From an optimization exercise on the open Yosys and OpenROAD flow, aimed at small area; shortcuts taken in it are not production practice.
The RTL was checked by simulation tests, not by an equivalence proof against the original design.
The clock port is modelled as an ideal driver, which makes a skipped or thinned clock tree look cheaper than it is; a real chip needs a root buffer or a tree.

==> flow/design.v (excerpt) <==
module SpiController #(
    parameter CLOCK_DIVIDE = 2,   
    parameter FRAME_WIDTH = 32   
) (
    input clk_i,   
    input reset_i,   
    input start_i,   
    output is_idle_o,   
    output spi_sclk_o,   
    output spi_mosi_o,   
    input spi_miso_i,   
    output spi_cs_o,   
    output unsigned [FRAME_WIDTH-1:0] data_o,   
    input unsigned [FRAME_WIDTH-1:0] data_i   
);
Settings: LEC_CHECK=0, CAP_MARGIN=20, CORE_MARGIN=2, CORE_UTILIZATION=40, SLEW_MARGIN=20; clock period 5.0 ns.
standard.sh (not shown) runs the stock make flow with config.mk's settings and CLKGATE_MAP_FILE= SYNTH_SCRIPT=/design/flow/synth_recipe.tcl, a recipe that flattens the netlist after the stock synthesis.
==> flow/flow/run.sh <==
#!/bin/bash
# Standard ORFS synthesis, then the combinational logic is replaced by a
# hand-mapped equivalent (flow/remap.py, flip-flops kept as synthesized), then
# the standard ORFS layout with small port buffers and a flat clock buffering
# (flow/clkbuf.tcl) in place of ORFS's clock tree synthesis.
set -euo pipefail
export BUFFER_PORTS_ARGS="-buffer_cell sky130_fd_sc_hd__buf_1"
export PRE_CTS_TCL=$PWD/flow/clkbuf.tcl
export CLKBUF_GROUPS=9
export CLKBUF_CELL=sky130_fd_sc_hd__clkbuf_4
export CLKBUF_ROOT=sky130_fd_sc_hd__clkbuf_4
bash standard.sh synth > synth.log 2>&1
R=orfs/results/sky130hd/SpiController/base
cp $R/1_2_yosys.v std_synth_netlist.log
python3 flow/remap.py std_synth_netlist.log $R/1_2_yosys.v > remap.log 2>&1
rm -f $R/1_synth.odb $R/1_synth.sdc
bash standard.sh > layout.log 2>&1
==> flow/flow/remap.py <==
#!/usr/bin/env python3
"""Replace the combinational logic of the standard synthesis netlist by a
hand-mapped equivalent of rtl/SpiController.sv.  The flip-flops of the
standard synthesis are kept as they are: same instance names, cell types and
output nets.  Usage: remap.py IN.v OUT.v"""
import re, sys

src = open(sys.argv[1]).read()
P = 'sky130_fd_sc_hd__'

# flip-flops of the standard synthesis: name -> (cell, Q net text)
flops = {}
for m in re.finditer(r'(sky130_fd_sc_hd__df\w+)\s+(\\\S+|\w+)\s*\((.*?)\);', src, re.S):
    cell, inst, body = m.group(1), m.group(2), m.group(3)
    q = re.search(r'\.Q\(\s*(\\\S+\s|[\w\[\]]+)\s*\)', body).group(1).strip()
    base = inst.lstrip('\\').split('$')[0]
    flops[base] = (cell, inst, q)

names = ['act_q'] + ['ph_q[%d]' % i for i in range(3)] + ['cnt_q[%d]' % i for i in range(6)] \
    + ['shift_q[%d]' % i for i in range(32)] + ['data_q[%d]' % i for i in range(32)]
assert sorted(flops) == sorted(names), sorted(set(flops) ^ set(names))
for n in names:
    assert flops[n][0] == P + 'dfxtp_1', (n, flops[n][0])

def q(n):
    t = flops[n][2]
    return t + ' ' if t.startswith('\\') else t

out = []
wires = set()
cnt = [0]

def w(n):
    wires.add(n)
    return n

def cell(typ, **pins):
    cnt[0] += 1
    conns = ', '.join('.%s(%s)' % (k, v) for k, v in pins.items())
    out.append('  %s%s rm_%d (%s);' % (P, typ, cnt[0], conns))

act, ph, c, s, d = q('act_q'), [q('ph_q[%d]' % i) for i in range(3)], \
    [q('cnt_q[%d]' % i) for i in range(6)], [q('shift_q[%d]' % i) for i in range(32)], \
    [q('data_q[%d]' % i) for i in range(32)]

# shared control; the select nets each drive 32 or more loads, so they come
# from gates with an output buffer (and*_2, inv_2)
cell('and3_1', A=c[1], B=c[2], C=c[3], X=w('rm_fin'))
cell('inv_2', A=act, Y='spi_cs_o')                      # ld = ~act
ld = 'spi_cs_o'
cell('inv_1', A='reset_i', Y=w('rm_nr'))
cell('and3b_2', A_N=ph[1], B=ph[2], C='rm_nr', X=w('rm_shr'))
cell('and3b_2', A_N='rm_shr', B=act, C='rm_nr', X=w('rm_hdr'))
cell('and3_2', A=ld, B='rm_fin', C='rm_nr', X=w('rm_dn'))
cell('nand2_1', A=ld, B='rm_fin', Y=w('rm_ldfin_n'))
cell('and2_2', A='rm_ldfin_n', B='rm_nr', X=w('rm_hn'))
# outputs
cell('nor3b_1', A=ld, B='rm_fin', C_N=s[31], Y='spi_mosi_o')
cell('nor2_1', A=act, B='rm_fin', Y='is_idle_o')

dnet = {}
def D(n):
    dnet[n] = w('rm_d_' + re.sub(r'\W', '_', n))
    return dnet[n]

# act
cell('nor2_1', A=act, B='start_i', Y=w('rm_as'))
cell('nor3_1', A='reset_i', B='rm_fin', C='rm_as', Y=D('act_q'))
# Johnson phase counter
cell('nor2_1', A=ld, B=ph[2], Y=D('ph_q[0]'))
cell('nor2b_1', A=ld, B_N=ph[0], Y=D('ph_q[1]'))
cell('and3_1', A=act, B='rm_nr', C=ph[1], X=D('ph_q[2]'))
# bit counter
cell('xnor2_1', A=c[0], B=c[5], Y=w('rm_cfb'))
for i in range(6):
    cell('a22o_1', A1='rm_shr', A2=(c[i - 1] if i else 'rm_cfb'), B1='rm_hdr', B2=c[i], X=D('cnt_q[%d]' % i))
# shift register
for i in range(32):
    y = w('rm_sy_%d' % i)
    cell('a222oi_1', A1=ld, A2='data_i[%d]' % i, B1='rm_shr', B2=(s[i - 1] if i else 'spi_miso_i'),
         C1='rm_hdr', C2=s[i], Y=y)
    cell('inv_1', A=y, Y=D('shift_q[%d]' % i))
# received word
for i in range(32):
    cell('a22o_1', A1='rm_dn', A2=s[i], B1='rm_hn', B2=d[i], X=D('data_q[%d]' % i))

for n in names:
    cellt, inst, qn = flops[n]
    out.append('  %s %s (.CLK(clk_i), .D(%s), .Q(%s));' % (cellt, inst + ' ' if inst.startswith('\\') else inst, dnet[n], q(n)))

# header: ports exactly as in the standard netlist
hdr = src[:src.index(');', src.index('module')) + 2]
decl = re.findall(r'^\s*(?:input|output)\b[^;]*;', src, re.M)
portnames = set()
for dcl in decl:
    portnames.add(dcl.split()[-1].rstrip(';'))
qnets = set()
for n in names:
    t = q(n).strip()
    base = t.split('[')[0] if not t.startswith('\\') else t
    if base not in portnames and not t.startswith('\\'):
        qnets.add(t)
    elif t.startswith('\\'):
        qnets.add(t)
lines = [hdr] + ['  ' + x.strip() for x in decl]
for n in sorted(qnets):
    lines.append('  wire %s ;' % n)
for n in sorted(wires):
    lines.append('  wire %s;' % n)
lines += out + ['endmodule', '']
open(sys.argv[2], 'w').write('\n'.join(lines))
Other scripts of this flow, unchanged in this note and not shown: flow/flow/clkbuf.tcl
The first run completed without violations.
Change:
--- a/flow/flow/remap.py
+++ b/flow/flow/remap.py
@@ -46,2 +46 @@
-# shared control; the select nets each drive 32 or more loads, so they come
-# from gates with an output buffer (and*_2, inv_2)
+# shared control
@@ -49 +48 @@
-cell('inv_2', A=act, Y='spi_cs_o')                      # ld = ~act
+cell('inv_1', A=act, Y='spi_cs_o')                      # ld = ~act
@@ -51,6 +50,4 @@
-cell('inv_1', A='reset_i', Y=w('rm_nr'))
-cell('and3b_2', A_N=ph[1], B=ph[2], C='rm_nr', X=w('rm_shr'))
-cell('and3b_2', A_N='rm_shr', B=act, C='rm_nr', X=w('rm_hdr'))
-cell('and3_2', A=ld, B='rm_fin', C='rm_nr', X=w('rm_dn'))
-cell('nand2_1', A=ld, B='rm_fin', Y=w('rm_ldfin_n'))
-cell('and2_2', A='rm_ldfin_n', B='rm_nr', X=w('rm_hn'))
+cell('nor3b_1', A=ph[1], B='reset_i', C_N=ph[2], Y=w('rm_shr'))
+cell('nor3_1', A=ld, B='reset_i', C='rm_shr', Y=w('rm_hdr'))
+cell('nor3b_1', A=act, B='reset_i', C_N='rm_fin', Y=w('rm_dn'))
+cell('a21oi_1', A1=ld, A2='rm_fin', B1='reset_i', Y=w('rm_hn'))
@@ -72 +69 @@
-cell('and3_1', A=act, B='rm_nr', C=ph[1], X=D('ph_q[2]'))
+cell('nor3b_1', A=ld, B='reset_i', C_N=ph[1], Y=D('ph_q[2]'))
Result: The new run completed without violations; final area went up by 1.4%; wire length is higher by 1.3%; worst setup slack got worse by 240 ps; maximum frequency fell by about 9%.
No run of this note takes its clock network from TritonCTS; it comes from the design's own scripts or RTL.

---

Another version of the RTL of SpiController (not shown whole).
For scale: ~2300 sq um of cells after synthesis.
clock: 5.0 ns
lec_check: 0
cap_margin: 20
core_margin: 2
core_utilization: 40
slew_margin: 20
==> flow/flow/run.sh <==
#!/bin/bash
# Standard ORFS synthesis, then the combinational logic is replaced by a
# hand-mapped equivalent (flow/remap.py, flip-flops kept as synthesized), then
# the standard ORFS layout with small port buffers and a flat clock buffering
# (flow/clkbuf.tcl, two levels of inverters) in place of ORFS's clock tree synthesis.
set -euo pipefail
export BUFFER_PORTS_ARGS="-buffer_cell sky130_fd_sc_hd__buf_1"
export PRE_CTS_TCL=$PWD/flow/clkbuf.tcl
export CLKBUF_GROUPS=6
export CLKBUF_CELL=sky130_fd_sc_hd__inv_4
export CLKBUF_ROOT=sky130_fd_sc_hd__inv_4
bash standard.sh synth > synth.log 2>&1
R=orfs/results/sky130hd/SpiController/base
cp $R/1_2_yosys.v std_synth_netlist.log
python3 flow/remap.py std_synth_netlist.log $R/1_2_yosys.v > remap.log 2>&1
rm -f $R/1_synth.odb $R/1_synth.sdc
bash standard.sh > layout.log 2>&1
==> flow/flow/clkbuf.tcl <==
# Replaces ORFS's clock tree synthesis by a flat two-level clock network:
# the flip-flops are split into CLKBUF_GROUPS equal groups by location
# (balanced k-means) and each group is driven by one CLKBUF_CELL placed at
# the group's centroid, fed from the clock port directly or, if CLKBUF_ROOT
# names a cell, through one root cell of that type.  The cells may be
# buffers or inverters (two levels of inverters keep the clock polarity).
# All flip-flops thus see the same number of stages.  Sourced as PRE_CTS_TCL;
# it overrides clock_tree_synthesis.
proc out_iterm { inst } {
  foreach it [$inst getITerms] {
    if {[$it isOutputSignal]} { return $it }
  }
}

proc flat_clock_buffers { ngroups cellname rootname } {
  set db [ord::get_db]
  set block [ord::get_db_block]
  set portnet [$block findNet clk_i]
  set clknet $portnet
  set master [$db findMaster $cellname]
  set sinks {}
  foreach it [$clknet getITerms] {
    set inst [$it getInst]
    set bb [$inst getBBox]
    lappend sinks [list $it [expr {([$bb xMin] + [$bb xMax]) / 2.0}] [expr {([$bb yMin] + [$bb yMax]) / 2.0}]]
  }
  set n [llength $sinks]
  # k-means, seeded by sinks spread along x
  set sorted [lsort -real -index 1 $sinks]
  set cents {}
  for {set g 0} {$g < $ngroups} {incr g} {
    set s [lindex $sorted [expr {int(($g + 0.5) * $n / $ngroups)}]]
    lappend cents [list [lindex $s 1] [lindex $s 2]]
  }
  # balanced k-means: each group takes at most ceil(n / ngroups) sinks,
  # assigned greedily by increasing distance to the group centres
  set cap [expr {($n + $ngroups - 1) / $ngroups}]
  for {set iter 0} {$iter < 30} {incr iter} {
    set pairs {}
    set i 0
    foreach s $sinks {
      for {set g 0} {$g < $ngroups} {incr g} {
        set c [lindex $cents $g]
        lappend pairs [list [expr {abs([lindex $s 1] - [lindex $c 0]) + abs([lindex $s 2] - [lindex $c 1])}] $i $g]
      }
      incr i
    }
    set pairs [lsort -real -index 0 $pairs]
    set assign [lrepeat $n -1]
    set fill [lrepeat $ngroups 0]
    foreach p $pairs {
      lassign $p d i g
      if {[lindex $assign $i] >= 0 || [lindex $fill $g] >= $cap} continue
      lset assign $i $g
      lset fill $g [expr {[lindex $fill $g] + 1}]
    }
    set newc {}
    for {set g 0} {$g < $ngroups} {incr g} {
      set sx 0; set sy 0; set k 0
      foreach s $sinks a $assign {
        if {$a == $g} { set sx [expr {$sx + [lindex $s 1]}]; set sy [expr {$sy + [lindex $s 2]}]; incr k }
      }
      if {$k > 0} { lappend newc [list [expr {$sx / $k}] [expr {$sy / $k}]] } else { lappend newc [lindex $cents $g] }
    }
    set cents $newc
  }
  if {$rootname != ""} {
    # one root buffer at the centroid of the group buffers
    set rinst [odb::dbInst_create $block [$db findMaster $rootname] "clkbuf_flat_root"]
    set clknet [odb::dbNet_create $block "clknet_flat_root"]
    $clknet setSigType CLOCK
    [$rinst findITerm A] connect $portnet
    [out_iterm $rinst] connect $clknet
    set sx 0; set sy 0
    foreach c $cents { set sx [expr {$sx + [lindex $c 0]}]; set sy [expr {$sy + [lindex $c 1]}] }
    $rinst setLocation [expr {int($sx / $ngroups)}] [expr {int($sy / $ngroups)}]
    $rinst setPlacementStatus PLACED
  }
  for {set g 0} {$g < $ngroups} {incr g} {
    set inst [odb::dbInst_create $block $master "clkbuf_flat_$g"]
    set net [odb::dbNet_create $block "clknet_flat_$g"]
    $net setSigType CLOCK
    [$inst findITerm A] connect $clknet
    [out_iterm $inst] connect $net
    set k 0
    foreach s $sinks a $assign {
      if {$a == $g} {
        set it [lindex $s 0]
        $it disconnect
        $it connect $net
        incr k
      }
    }
    set c [lindex $cents $g]
    $inst setLocation [expr {int([lindex $c 0])}] [expr {int([lindex $c 1])}]
    $inst setPlacementStatus PLACED
    puts "clock buffer clkbuf_flat_$g ($cellname): $k flip-flops"
  }
}

rename clock_tree_synthesis orfs_clock_tree_synthesis
proc clock_tree_synthesis { args } {
  flat_clock_buffers $::env(CLKBUF_GROUPS) $::env(CLKBUF_CELL) $::env(CLKBUF_ROOT)
  set_propagated_clock [all_clocks]
}
Other scripts of this flow, unchanged in this note and not shown: flow/flow/remap.py
Edit:
--- a/flow/flow/run.sh
+++ b/flow/flow/run.sh
@@ -7,6 +7,6 @@
 export BUFFER_PORTS_ARGS="-buffer_cell sky130_fd_sc_hd__buf_1"
 export PRE_CTS_TCL=$PWD/flow/clkbuf.tcl
-export CLKBUF_GROUPS=6
-export CLKBUF_CELL=sky130_fd_sc_hd__inv_4
+export CLKBUF_GROUPS=11
+export CLKBUF_CELL=sky130_fd_sc_hd__inv_2
 export CLKBUF_ROOT=sky130_fd_sc_hd__inv_4
 bash standard.sh synth > synth.log 2>&1
--- a/flow/flow/clkbuf.tcl
+++ b/flow/flow/clkbuf.tcl
@@ -1,10 +1,8 @@
-# Replaces ORFS's clock tree synthesis by a flat two-level clock network:
-# the flip-flops are split into CLKBUF_GROUPS equal groups by location
-# (balanced k-means) and each group is driven by one CLKBUF_CELL placed at
-# the group's centroid, fed from the clock port directly or, if CLKBUF_ROOT
-# names a cell, through one root cell of that type.  The cells may be
-# buffers or inverters (two levels of inverters keep the clock polarity).
-# All flip-flops thus see the same number of stages.  Sourced as PRE_CTS_TCL;
-# it overrides clock_tree_synthesis.
+# Replaces ORFS's clock tree synthesis by a flat clock buffering: the
+# flip-flops are split into CLKBUF_GROUPS groups by location (k-means) and
+# each group is driven by one CLKBUF_CELL buffer placed at the group's
+# centroid, fed from the clock port directly or, if CLKBUF_ROOT names a cell,
+# through one root buffer of that cell.  All flip-flops thus see the same
+# number of buffer stages.  Sourced as PRE_CTS_TCL; it overrides clock_tree_synthesis.
 proc out_iterm { inst } {
   foreach it [$inst getITerms] {
=>
- critical path depth stays the same
- setup slack gets worse by 0.022 ns
- first-iteration DRC count increases by a little under a tenth
In every run of this note, the design's own scripts or RTL, not TritonCTS, make the clock network.

## separate check: timing with driven ports
The flow's constraints put no driver on any port. The routed layouts listed below were extracted and timed again, unchanged, in two steps.
Step 1 sets driving cells, clkbuf_16 on the clock port and buf_2 on the other inputs (assumed; they add their load-dependent delay and slew).
Step 2, shift: input delay + t, output delay - t, t = (earliest + latest rising clock arrival at the registers) / 2. This alone moves slack from input paths to output paths.
Slacks: no drivers / after step 1 / after step 2; pairs: no drivers / after step 1.
| run | shift t [ns] | slack for setup (ns) | worst hold slack (ns) | clock arrival spread, ns | pins driven straight from the clock port |
|---|---|---|---|---|---|
| the first run of note 1 | 0.418 | 2.462 / 2.446 / 2.047 | 0.449 / 0.449 / 0.449 | 0.022 / 0.022 | 1 |
| the second run of note 1 | 0.439 | 2.222 / 2.196 / 2.127 | 0.439 / 0.439 / 0.439 | 0.016 / 0.017 | 1 |
| the first run of note 2 | 0.226 | 2.271 / 2.283 / 2.056 | 0.344 / 0.344 / 0.344 | 0.026 / 0.027 | 1 |
| the second run of note 2 | 0.236 | 2.248 / 2.263 / 2.027 | 0.340 / 0.340 / 0.340 | 0.014 / 0.014 | 1 |
After both steps every run listed still meets setup and hold. The setup slack of the first run of note 1, which loses most, moves by -0.016 ns with the drivers and by -0.415 ns with both steps.
